From an optimization exercise on the open Yosys and OpenROAD flow, aimed at small area, a short achievable clock period and few clock cycles; shortcuts taken in it are not production practice. Only simulation tests tie the RTL to the original design; equivalence was not proved. The flow treats the clock pin as an ideal source, which a real chip does not have. Power figures rest on the tool's default switching activity, not on a simulated workload.

$ cat flow/flow/run.sh
#!/bin/bash
# The standard layout, with every input and output port buffered by a
# sky130_fd_sc_hd__buf_2 instead of the buffer the resizer picks by default.
set -euo pipefail
export BUFFER_PORTS_ARGS="-buffer_cell sky130_fd_sc_hd__buf_2"
bash standard.sh finish > standard.log 2>&1
$ cat flow/standard.sh
#!/bin/bash
# synth_recipe.tcl (not shown) runs the flow's synth.tcl, then flattens the netlist and writes it again
# the make line also repeats each setting of config.mk as NAME=value (left out here)
make -C /OpenROAD-flow-scripts/flow DESIGN_CONFIG=/design/flow/config.mk WORK_HOME=/design/flow/orfs CLKGATE_MAP_FILE= SYNTH_SCRIPT=/design/flow/synth_recipe.tcl "${@:-finish}"
$ cat flow/config.mk
export PLATFORM = sky130hd
export DESIGN_NAME = Mips_machine
export DESIGN_NICKNAME = Mips_machine
export VERILOG_FILES = /design/flow/design.v
export SDC_FILE = /design/flow/constraint.sdc
export NUM_CORES = 4
export LEC_CHECK = 0
export CAP_MARGIN = 20
export CORE_MARGIN = 2
export CORE_UTILIZATION = 50
export CTS_CLUSTER_DIAMETER = 80
export CTS_CLUSTER_SIZE = 25
export PLACE_DENSITY = 0.7
export SETUP_SLACK_MARGIN = 4.5
export SLEW_MARGIN = 20
$ cat flow/constraint.sdc
create_clock -name core_clock -period 8.0 [get_ports {clk}]
set_input_delay 1.6000 -clock core_clock [delete_from_list [all_inputs] [get_ports {clk}]]
set_output_delay 1.6000 -clock core_clock [all_outputs]
set_load 0.01 [all_outputs]
$ cat flow/design.v
module Mips_machine (
	input clk,     
	input rst,     
	output [31:0] imem_addr,    
	input  [31:0] imem_rdata,   
	output [31:0] dmem_addr,    
	output [31:0] dmem_wdata,   
	output        dmem_we,      
	input  [31:0] dmem_rdata    
);
reg [31:0] rf [0:31];
reg [31:0] pc;
reg        r_valid;
reg [31:0] ir;
reg        r_pred;    
reg [31:0] r_hs;      
reg [31:0] r_ht;      
reg        x_wen;     
reg        x_lw;
reg        x_sw;
reg        x_br;      
reg        x_bne;
reg        x_pred;
reg [31:0] x_alt;
reg        x_imm;     
reg        x_add;
reg        x_sub;
reg        x_and;
reg        x_or;
reg        x_slt;
reg  [4:0] x_rd;
reg [31:0] x_a;
reg [31:0] x_b;
reg [31:0] x_fa;
reg [31:0] x_fb;
reg [15:0] x_i;
reg        m_wen;
reg        m_lw;
reg        m_sw;
reg  [4:0] m_rd;
reg [31:0] m_res;     
reg [31:0] m_sd;      
wire [31:0] alu = m_res;
wire [31:0] wb  = m_lw ? dmem_rdata : alu;
assign dmem_addr  = m_res;
assign dmem_wdata = m_sd;
assign dmem_we    = m_sw;
always @(posedge clk)
  if (m_wen) rf[m_rd] <= wb;
wire [31:0] a = x_a | x_fa;
wire [31:0] b = x_b | x_fb;
wire [31:0] s_imm = a + {{16{x_i[15]}}, x_i};
wire [31:0] s_add = a + b;
wire [32:0] s_sub = {1'b0, a} - {1'b0, b};
wire [31:0] res = ({32{x_imm}} & s_imm)
                | ({32{x_add}} & s_add)
                | ({32{x_sub}} & s_sub[31:0])
                | ({32{x_and}} & (a & b))
                | ({32{x_or}}  & (a | b))
                | {31'd0, x_slt & s_sub[32]};
wire eq      = a == b;
wire mispred = x_br & ((x_bne ^ eq) != x_pred);
wire  [5:0] op  = ir[31:26];
wire  [4:0] rs  = ir[25:21];
wire  [4:0] rt  = ir[20:16];
wire  [4:0] rd  = ir[15:11];
wire  [5:0] fn  = ir[5:0];
wire is_r    = op == 6'h00;
wire is_addi = op == 6'h08;
wire is_lw   = op == 6'h23;
wire is_sw   = op == 6'h2B;
wire is_br   = op[5:1] == 5'b00010;
wire uses_rt = is_r | is_sw | is_br;
wire [31:0] hs = r_hs;
wire [31:0] ht = r_ht;
reg  [31:0] ra, rb;
integer k;
always @(*) begin
  ra = 32'd0;
  rb = 32'd0;
  for (k = 0; k < 32; k = k + 1) begin
    ra = ra | ({32{hs[k]}} & rf[k]);
    rb = rb | ({32{ht[k]}} & rf[k]);
  end
end
wire [31:0] va = (m_wen && m_rd == rs) ? wb : ra;
wire [31:0] vb = (m_wen && m_rd == rt) ? wb : rb;
wire stall = r_valid & x_lw & ((x_rd == rs) | (uses_rt & (x_rd == rt)));
wire r_go  = r_valid & ~stall & ~mispred;
wire [4:0] r_rd = is_r ? rd : rt;
wire r_fa = x_wen & (x_rd == rs);
wire r_fb = x_wen & (x_rd == rt);
wire [15:0] boff = r_pred ? ~ir[15:0] : ir[15:0];
wire [32:0] asum = {pc, 1'b1} + {{16{boff[15]}}, boff, r_pred};
wire [31:0] ins  = imem_rdata;
wire  [5:0] fop  = ins[31:26];
wire f_j    = fop == 6'h02;
wire f_br   = fop[5:1] == 5'b00010;               
wire f_pred = f_br & (fop[0] ^ (ins[25:21] == ins[20:16]));
wire [31:0] pc1  = pc + 32'd1;
wire [32:0] bsum = {pc, 1'b1} + {{16{ins[15]}}, ins[15:0], 1'b1};
wire [31:0] btgt = bsum[32:1];
wire [31:0] jtgt = {pc1[31:26], ins[25:0]};
assign imem_addr = pc;
always @(posedge clk) begin
  if (!rst) begin
    pc      <= 32'd0;
    r_valid <= 1'b0;
    x_wen   <= 1'b0;
    x_lw    <= 1'b0;
    x_sw    <= 1'b0;
    x_br    <= 1'b0;
    m_wen   <= 1'b0;
    m_lw    <= 1'b0;
    m_sw    <= 1'b0;
  end else begin
    pc      <= mispred ? x_alt : stall ? pc : f_pred ? btgt : f_j ? jtgt : pc1;
    r_valid <= mispred ? 1'b0 : stall ? r_valid : 1'b1;
    x_wen   <= r_go & (is_r | is_addi | is_lw);
    x_lw    <= r_go & is_lw;
    x_sw    <= r_go & is_sw;
    x_br    <= r_go & is_br;
    m_wen   <= x_wen;
    m_lw    <= x_lw;
    m_sw    <= x_sw;
  end
  r_hs   <= 32'd1 << (stall ? rs : ins[25:21]);
  r_ht   <= 32'd1 << (stall ? rt : ins[20:16]);
  if (!stall) begin
    ir     <= ins;
    r_pred <= f_pred;
  end
  x_bne  <= op[0];
  x_pred <= r_pred;
  x_alt  <= asum[32:1];
  x_imm  <= ~is_r;
  x_add  <= is_r & ~fn[1] & ~fn[2];
  x_sub  <= is_r & fn[1] & ~fn[3];
  x_and  <= is_r & ~fn[1] & fn[2] & ~fn[0];
  x_or   <= is_r & ~fn[1] & fn[2] & fn[0];
  x_slt  <= is_r & fn[1] & fn[3];
  x_fa   <= {32{r_fa}} & res;
  x_fb   <= {32{r_fb}} & res;
  x_rd   <= r_rd;
  x_a    <= {32{~r_fa}} & va;
  x_b    <= {32{~r_fb}} & vb;
  x_i    <= ir[15:0];
  m_rd   <= x_rd;
  m_res  <= res;
  m_sd   <= b;
end
endmodule
==> results of run 1 <==
report_power, final:
group / leakage [nW] / switching [mW] / internal, mW
sequential: 12.6 / 0.142 / 8.75
clock: 1.09 / 2.58 / 1.78
combinational: 10.9 / 2.42 / 1.08
final timing paths:
| check | from | to | slack [ps] | depth (start not counted) |
|---|---|---|---|---|
| worst max-delay path | x_a[9] | x_fa[0] | 4570 | 12 |
| worst min register to register | x_rd[4] | m_rd[4] | 400 | 0 |
| worst min-delay path | x_rd[4] | m_rd[4] | 400 | 0 |
| worst max register to register | x_a[9] | x_fa[0] | 4570 | 12 |
per-layer routing:
layer	GRT usage, %	vias up
met1	49.8	25700
li1	-	21000
met3	17.6	1741
met5	0.777	-
met4	26.8	18
met2	56.4	5961
worst max-delay path: stages, from the launching register on:
cell and delay, ps:
dfxtp_1 330, or2_2 330, ha_1 420, nor2b_1 160, o211ai_1 110, a211oi_2 330, nor4_2 80, a22oi_2 310
a311oi_2 190, o31ai_2 260, a211o_1 340, nand4_1 230, and2_1 230
metrics by stage:
step | utilization [%] | hold WS [ps]
after floorplan | - | 367
after global placement | 52.9 | 379
after detailed placement | 52.9 | 384
after CTS | 55.1 | 396
after global routing | 55.7 | 404
final | 55.7 | 397
state kept, by name, summed over array words and instances (netlist names), 5 cells and up:
signal and cells:
r_ht 32, x_fb 32, m_res 32, ir 32
r_hs 32, m_rd 5, x_b 32, x_fa 32
x_a 32, m_sd 32, pc 32, x_rd 5
x_i 16, x_alt 32, rf 1024
cell usage in the layout, fill, tap and decap left out, types with 16 or more instances in the layout:
master,synthesis,final
a221oi_1,145,141
ha_1,190,146
a22o_1,135,134
inv_1,147,144
a21o_1,74,74
buf_2,18,161
o21ai_0,93,86
a31oi_1,29,22
a21oi_1,159,141
ha_4,0,21
xnor2_1,108,107
or2_2,72,69
nor3_1,38,34
o211ai_1,29,29
clkbuf_16,0,73
mux2_2,33,33
dfxtp_1,362,295
nor4_2,1,19
clkbuf_1,243,22
nand2_1,169,166
nor2_4,1,34
a22oi_1,761,761
a21oi_2,4,16
nand4_1,144,144
buf_4,4,157
xor2_1,77,77
o221ai_1,26,24
nand3_1,192,187
ha_2,0,23
nand2b_1,28,27
dfxtp_2,0,65
a211oi_1,99,91
nor4_1,78,55
edfxtp_1,1057,1057
nor2_1,363,327
or3_1,18,17
o21bai_1,30,29
timing repair:
item | 4_1_cts | 5_1_grt
endpoints found under the hold margin | 0 | 0
gates resized for setup | 55 | 117
pin swaps | 23 | 41
hold buffers | 0 | 0
endpoints found under the setup margin | 124 | 115
setup buffers | 24 | 14
kinds of logic (layout without fill, tap and decap cells):
| logic type | after synthesis | in the layout |
|---|---|---|
| compound gates | 1728 | 1728 |
| buf+inv | 465 | 612 |
| fa+ha+maj | 194 | 194 |
| xor+xnor | 185 | 185 |
| simple gates | 1201 | 1201 |
| mux | 49 | 49 |
| other cells | 0 | 14 |
| flops | 1419 | 1419 |
layout make-up:
cell class / instances / area, sq um / share of cell area, %
diodes: 14 / 35.0 / 0.0493
clock buffers: 95 / 1910 / 2.68
clock inverters: 27 / 354 / 0.498
inverters: 160 / 613 / 0.862
multi-input cells: 3357 / 24900 / 35.0
flip-flops and latches: 1419 / 39100 / 54.9
well taps: 1662 / 2080 / 2.92
repair buffers: 330 / 2140 / 3.01
==> reports/results.txt, run 1 <==
Status: complete, no violations
Fin nets: 5601
Count of cell types in the netlist: 95
Largest family of logic cells by synthesized area: compound AO/OA/AOI/OAI gates
Synth Area in Simple Gates: 9.36%
Layout cell share with drive strength beyond 1: 15.8%
Most frequent cell after synthesis: edfxtp_1
Clock buffer count from CTS: 73
Area after DPL: 67600 sq um
CTS max path bufs: 3
Detailed-route via count: 54400
Wirelength per Cell: 38.6 microns
#FFs+latches synth: 1419
Setup TNS: 0 ps
Dpl ws: 3590 ps
Final WS setup: 4570 ps
Ys Warns: 1
PortBufs: 162
Synth top area share: 49.3%
GR Overflow Total: 0
Clk slew on worst S/H paths: 100 ps
Initial antenna violation count: 18
Total Wirelength: 273000 microns
XOR/XNOR Fraction of Synth Area: 2.52%
Period utilisation layout: 42.9%
Largest cells by area after synthesis: edfxtp_1 49%, dfxtp_1 11%, a22oi_1 8.9%
FFs w/ async S/R, synth: 0%
Final instance area: 71100 sq um
Nature of the critical path startpoint: register
CTS tree: done
Multiplexer area fraction after synthesis: 0.834%
Row count: 131
Area Growth Syn to Fin: 10.6%
Wire length on met3: 47600 microns
Initial drt markers: 12500
Synth Area in Compound Gates: 20.1%
CTS root buf: clkbuf_16
Critical path arrival: 4060 ps
Unrepaired setup endpoints after global routing: true
Avg Inst Size Synth: 12.3 sq um
Peak fanout along the critical path: 6
Non-Filler Instances: 7064
Vias in the first global route: 50200
Syn Inst Count: 5241
Clock sinks: 1419
# IOs: 163
WL met1: 90100 microns
Rel. slew slack: 9.22%
Hold WC Path Type: reg -> reg
Primary FF master, synth: edfxtp_1
Fmax: 291 MHz
Leakage: 24.5 nW
Synth area leader: edfxtp_1
Drt via density: 7.70
Hold Vio Cnt, Final: 0
Worst endpoint required time: 8620 ps
DRC viols: 0
Largest net degree at the start of global routing: 65
Mapped Nets: 5501
Clock Skew: 45.3 ps
Mapped Area: 64300 sq um
EDFF count, synth: 1057
TritonRoute pass-1 iters: 13
First-pass GRT wire length: 372000 microns
Gr usage total: 40.1%
CP Class: reg -> reg
Die height: 363 microns
VDD IR max: 214 uV
Crit path time final: 3430 ps
Max Transition Viols Final: 0
Die ar.: 132000 sq um
Setup violations, final: 0
Die Wd: 363 microns
Skew-Pair Late Insertion Delay: 750 ps
Pwr Total: 16.8 mW
Placed Cells: 6888
WL met2: 110000 microns
Max Used Layer: met5
Register area share after synthesis: 60.6%
Core ar.: 128000 sq um
Routed Antenna Nets: 0
DP HPWL: 148000 microns
Gpl congestion: 0.957
H-tree depth: 3
FILL cells: 10400
Adder-Cell Fraction of Synth Area: 3.82%
Worst-Margin Slew: 1350 ps
Type of element capturing the critical path: register
Initial Util: 50.4%
Maxcap violations: 0
Pwr dens: 236 nW/um^2
Synth cell count leaders: 1057 x edfxtp_1, 761 x a22oi_1, 363 x nor2_1, 362 x dfxtp_1, 243 x clkbuf_1
Testbench counts, summed over its fixed seeds: cycles 58,559.
==> inputs of run 2 (changes only) <==
==> flow/flow/run.sh (replaced) <==
#!/bin/bash
# The standard layout, with two changes:
# - every input and output port is buffered by a sky130_fd_sc_hd__buf_2
#   instead of the buffer the resizer picks by default;
# - after clock tree synthesis and its timing repair, a second timing repair
#   pass runs (flow/post_cts.tcl).
set -euo pipefail
export BUFFER_PORTS_ARGS="-buffer_cell sky130_fd_sc_hd__buf_2"
export POST_CTS_TCL="$(pwd)/flow/post_cts.tcl"
bash standard.sh finish > standard.log 2>&1
==> flow/flow/post_cts.tcl (new file) <==
# A second setup/hold repair pass after the one cts.tcl runs, then
# legalize again.
log_cmd estimate_parasitics -placement
repair_timing_helper
set result [catch { detailed_placement } msg]
if { $result != 0 } {
  error "Detailed placement failed after the second repair: $msg"
}
check_placement -verbose
--- a/flow/config.mk
+++ b/flow/config.mk
@@ -7,9 +7,9 @@
 export LEC_CHECK = 0
 export CAP_MARGIN = 20
 export CORE_MARGIN = 2
-export CORE_UTILIZATION = 50
+export CORE_UTILIZATION = 35
 export CTS_CLUSTER_DIAMETER = 80
 export CTS_CLUSTER_SIZE = 25
-export PLACE_DENSITY = 0.7
+export PLACE_DENSITY = 0.5
 export SETUP_SLACK_MARGIN = 4.5
 export SLEW_MARGIN = 20
==> run 2 against run 1 <==
Global-route usage down 8.6 points. Sequential power barely moved. Largest power group unchanged. Still clean. Clock power rose by 15%. Critical path type unchanged. Design area grew 2.5%. Non-clock buffer count rose by 7. Via count down 2.3%. Critical path depth fell by 9. Sequential cell count is the same.
==> reports/results.txt, run 2 <==
Status: complete, no violations (unchanged)
Detailed-route via count: 53200 (was 54400)
Gpl congestion: 0.939 (was 0.957)
Reg2reg end: rf[15][6] (was x_fa[0])
Dpl ws: 3570 ps (was 3590 ps)
Fmax: 285 MHz (was 291 MHz)
Most frequent cells in the layout: 1057 x edfxtp_1, 761 x a22oi_1, 321 x nor2_1 (was 1057 x edfxtp_1, 761 x a22oi_1, 327 x nor2_1)
Leakage: 24.9 nW (was 24.5 nW)
Synth Area in Compound Gates: 20.1% (unchanged)
XOR/XNOR Fraction of Synth Area: 2.52% (unchanged)
Initial Util: 35.2% (was 50.4%)
Biggest register: rf (unchanged)
FF-to-FF path depth: 3 (was 12)
FILL cells: 17300 (was 10400)
Gr usage total: 31.5% (was 40.1%)
Period utilisation layout: 43.9% (was 42.9%)
Final WS setup: 4490 ps (was 4570 ps)
Worst Setup SP: m_wen (was x_a[9])
Initial drt markers: 10700 (was 12500)
Row count: 157 (was 131)
Area after DPL: 68700 sq um (was 67600 sq um)
Max reg flops: 1024 (unchanged)
TritonRoute pass-1 iters: 10 (was 13)
Hold Vio Cnt, Final: 0 (unchanged)
Worst Hold End: m_rd[1] (was m_rd[4])
Crit path time final: 3510 ps (was 3430 ps)
Hold WC Path Type: reg -> reg (unchanged)
Final instance area: 72900 sq um (was 71100 sq um)
Routed Antenna Nets: 0 (unchanged)
Mapped Area: 64300 sq um (unchanged)
Type of element capturing the critical path: register (unchanged)
Placed Cells: 7700 (was 6888)
Multiplexer area fraction after synthesis: 0.834% (unchanged)
Unrepaired setup endpoints after global routing: true (unchanged)
Synth area leader: edfxtp_1 (unchanged)
GR Overflow Total: 0 (unchanged)
Synth cell count leaders: 1057 x edfxtp_1, 761 x a22oi_1, 363 x nor2_1, 362 x dfxtp_1, 243 x clkbuf_1 (unchanged)
Synth top area share: 49.3% (unchanged)
FFs w/ async S/R, synth: 0% (unchanged)
Commonest non-fill, non-tap cell in the layout: edfxtp_1 (unchanged)
Maxcap violations: 0 (unchanged)
Vias in the first global route: 50500 (was 50200)
DP HPWL: 171000 microns (was 148000 microns)
Max Transition Viols Final: 0 (unchanged)
Adder-Cell Fraction of Synth Area: 3.82% (unchanged)
Die height: 433 microns (was 363 microns)
Clk slew on worst S/H paths: 100 ps (about the same)
Nature of the critical path startpoint: register (unchanged)
Pwr Total: 17.5 mW (was 16.8 mW)
Final core occ: 39.9% (was 55.7%)
VDD IR max: 261 uV (was 214 uV)
Largest family of logic cells by synthesized area: compound AO/OA/AOI/OAI gates (unchanged)
Skew-Pair Late Insertion Delay: 800 ps (was 750 ps)
Core ar.: 183000 sq um (was 128000 sq um)
Die Wd: 433 microns (was 363 microns)
Worst r2r src: m_wen (was x_a[9])
Largest cells by area after synthesis: edfxtp_1 49%, dfxtp_1 11%, a22oi_1 8.9% (unchanged)
Register area share after synthesis: 60.6% (unchanged)
Fin nets: 5618 (was 5601)
Setup violations, final: 0 (unchanged)
Mapped Nets: 5501 (unchanged)
DRC viols: 0 (unchanged)
Setup slack, reg-to-reg: 4490 ps (was 4570 ps)
Primary FF master, synth: edfxtp_1 (unchanged)
Cell depth of the worst hold path: 0 (unchanged)
Hold Crit Start: x_rd[1] (was x_rd[4])
Clock Skew: 63.8 ps (was 45.3 ps)
Avg Inst Size Synth: 12.3 sq um (unchanged)
Critical path arrival: 3900 ps (was 4060 ps)
Wirelength per Cell: 38.7 microns (was 38.6 microns)
Non-Filler Instances: 7892 (was 7064)
Layout cell share with drive strength beyond 1: 16.9% (was 15.8%)
Drt via density: 6.74 (was 7.70)
Ys Warns: 1 (unchanged)
Worst-Margin Slew: 1280 ps (was 1350 ps)
EDFF count, synth: 1057 (unchanged)
Most frequent cell after synthesis: edfxtp_1 (unchanged)
Pwr dens: 240 nW/um^2 (was 236 nW/um^2)
Setup TNS: 0 ps (unchanged)
Syn Inst Count: 5241 (unchanged)
PortBufs: 162 (unchanged)
# IOs: 163 (unchanged)
Fin Hold WS: 411 ps (was 397 ps)
Largest net degree at the start of global routing: 58 (was 65)
Peak fanout along the critical path: 17 (was 6)
Count of cell types in the netlist: 95 (unchanged)
Initial antenna violation count: 16 (was 18)
Rel. slew slack: 14.9% (was 9.22%)
Die ar.: 187000 sq um (was 132000 sq um)
Area Growth Syn to Fin: 13.3% (was 10.6%)
Synth Area in Simple Gates: 9.36% (unchanged)
Total Wirelength: 305000 microns (was 273000 microns)
CTS tree: done (unchanged)
Worst endpoint required time: 8390 ps (was 8620 ps)
First-pass GRT wire length: 410000 microns (was 372000 microns)
Clock sinks: 1419 (unchanged)
#FFs+latches synth: 1419 (unchanged)
CP Class: reg -> reg (unchanged)
-- run 2: cell count changes in the layout (fill, tap and decap cells not counted), sizes merged --
cell / previous run / this run
bufinv: 0 / 1
clkinv: 14 / 22
clkbuf: 96 / 98
diode: 14 / 5
inv: 171 / 187
buf: 329 / 336
clkinvlp: 2 / 3
-- run 2: final cells by class --
class | count | area [sq um] | area share, %
Sequential cell | 1419 | 39100 | 53.6
Clock inverter | 53 | 678 | 0.930
Antenna cell | 5 | 12.5 | 0.0172
Clock buffer | 97 | 2160 | 2.96
Inverter | 160 | 618 | 0.848
Tap cell | 2464 | 3080 | 4.23
Timing Repair Buffer | 337 | 2170 | 2.97
Multi-Input combinational cell | 3357 | 25100 | 34.4
-- run 2: per-layer routing --
| metal | vias up | track usage, % | wire length (microns) |
|---|---|---|---|
| met5 | - | 0.182 | 89 |
| met4 | 12 | 15.8 | 19000 |
| met3 | 992 | 10.2 | 43700 |
| met2 | 4610 | 45.9 | 127000 |
| met1 | 26600 | 41.8 | 115000 |
| li1 | 21000 | - | - |
-- run 2: how the worst max path moves through the flow --
stage / end / slack, ps
floorplan: pc[31] / 4250
global placement: pc[31] / 3460
finish: rf[15][6] / 4490
global route: x_fb[0] / 4480
detailed placement: pc[31] / 3570
-- run 2: worst max-delay path: stages, from the launching register on --
cell and delay (ps):
dfxtp_1 550, nand3_1 690, nor2_4 1190, buf_4 650
-- run 2: logic make-up (layout without fill, tap and decap cells) --
group | after synthesis | count (layout)
other | 0 | 5
muxes | 49 | 49
AOI/OAI and AO/OA | 1728 | 1728
DFF | 1419 | 1419
adders and majority gates | 194 | 194
and+or+nand+nor | 1201 | 1201
buffers and inverters | 465 | 647
xor gates and xnor gates | 185 | 185
-- run 2: power by group --
part	leakage [nW]	internal, mW	switching [mW]
clock	1.37	2.13	2.88
combinational	10.9	1.08	2.45
sequential	12.6	8.75	0.165
total	24.9	12.0	5.49

[what the ideal ports hide]
Ports are ideal in the flow. The routed layouts listed here were re-timed in OpenROAD. Step 1, drivers: a clkbuf_16 drives clk and a buf_2 each remaining input, both assumed. Step 2 adds t to the input delays and takes it off the output delays; t is the mean of the earliest and latest rising clock arrival at the registers after step 1. Input paths then give back, and output paths get back, about the clock's delay inside the block. Slacks: no drivers / after step 1 / after step 2; pairs: no drivers / after step 1.
| run | shift t [ns] | slack for setup (ns) | worst setup path at the end | latest minus earliest clock arrival (ns) | pins driven straight from the clock port |
|---|---|---|---|---|---|
| run 1 | 0.814 | 4.568 / 4.568 / 3.832 | input to register | 0.062 / 0.061 | 1 |
| run 2 | 0.859 | 4.488 / 4.488 / 3.839 | input to register | 0.076 / 0.077 | 1 |
After both steps setup and hold are still met in every run listed. For run 1, which loses most, drivers alone change the setup slack by 0.000 ns; drivers and shift together by -0.736 ns.
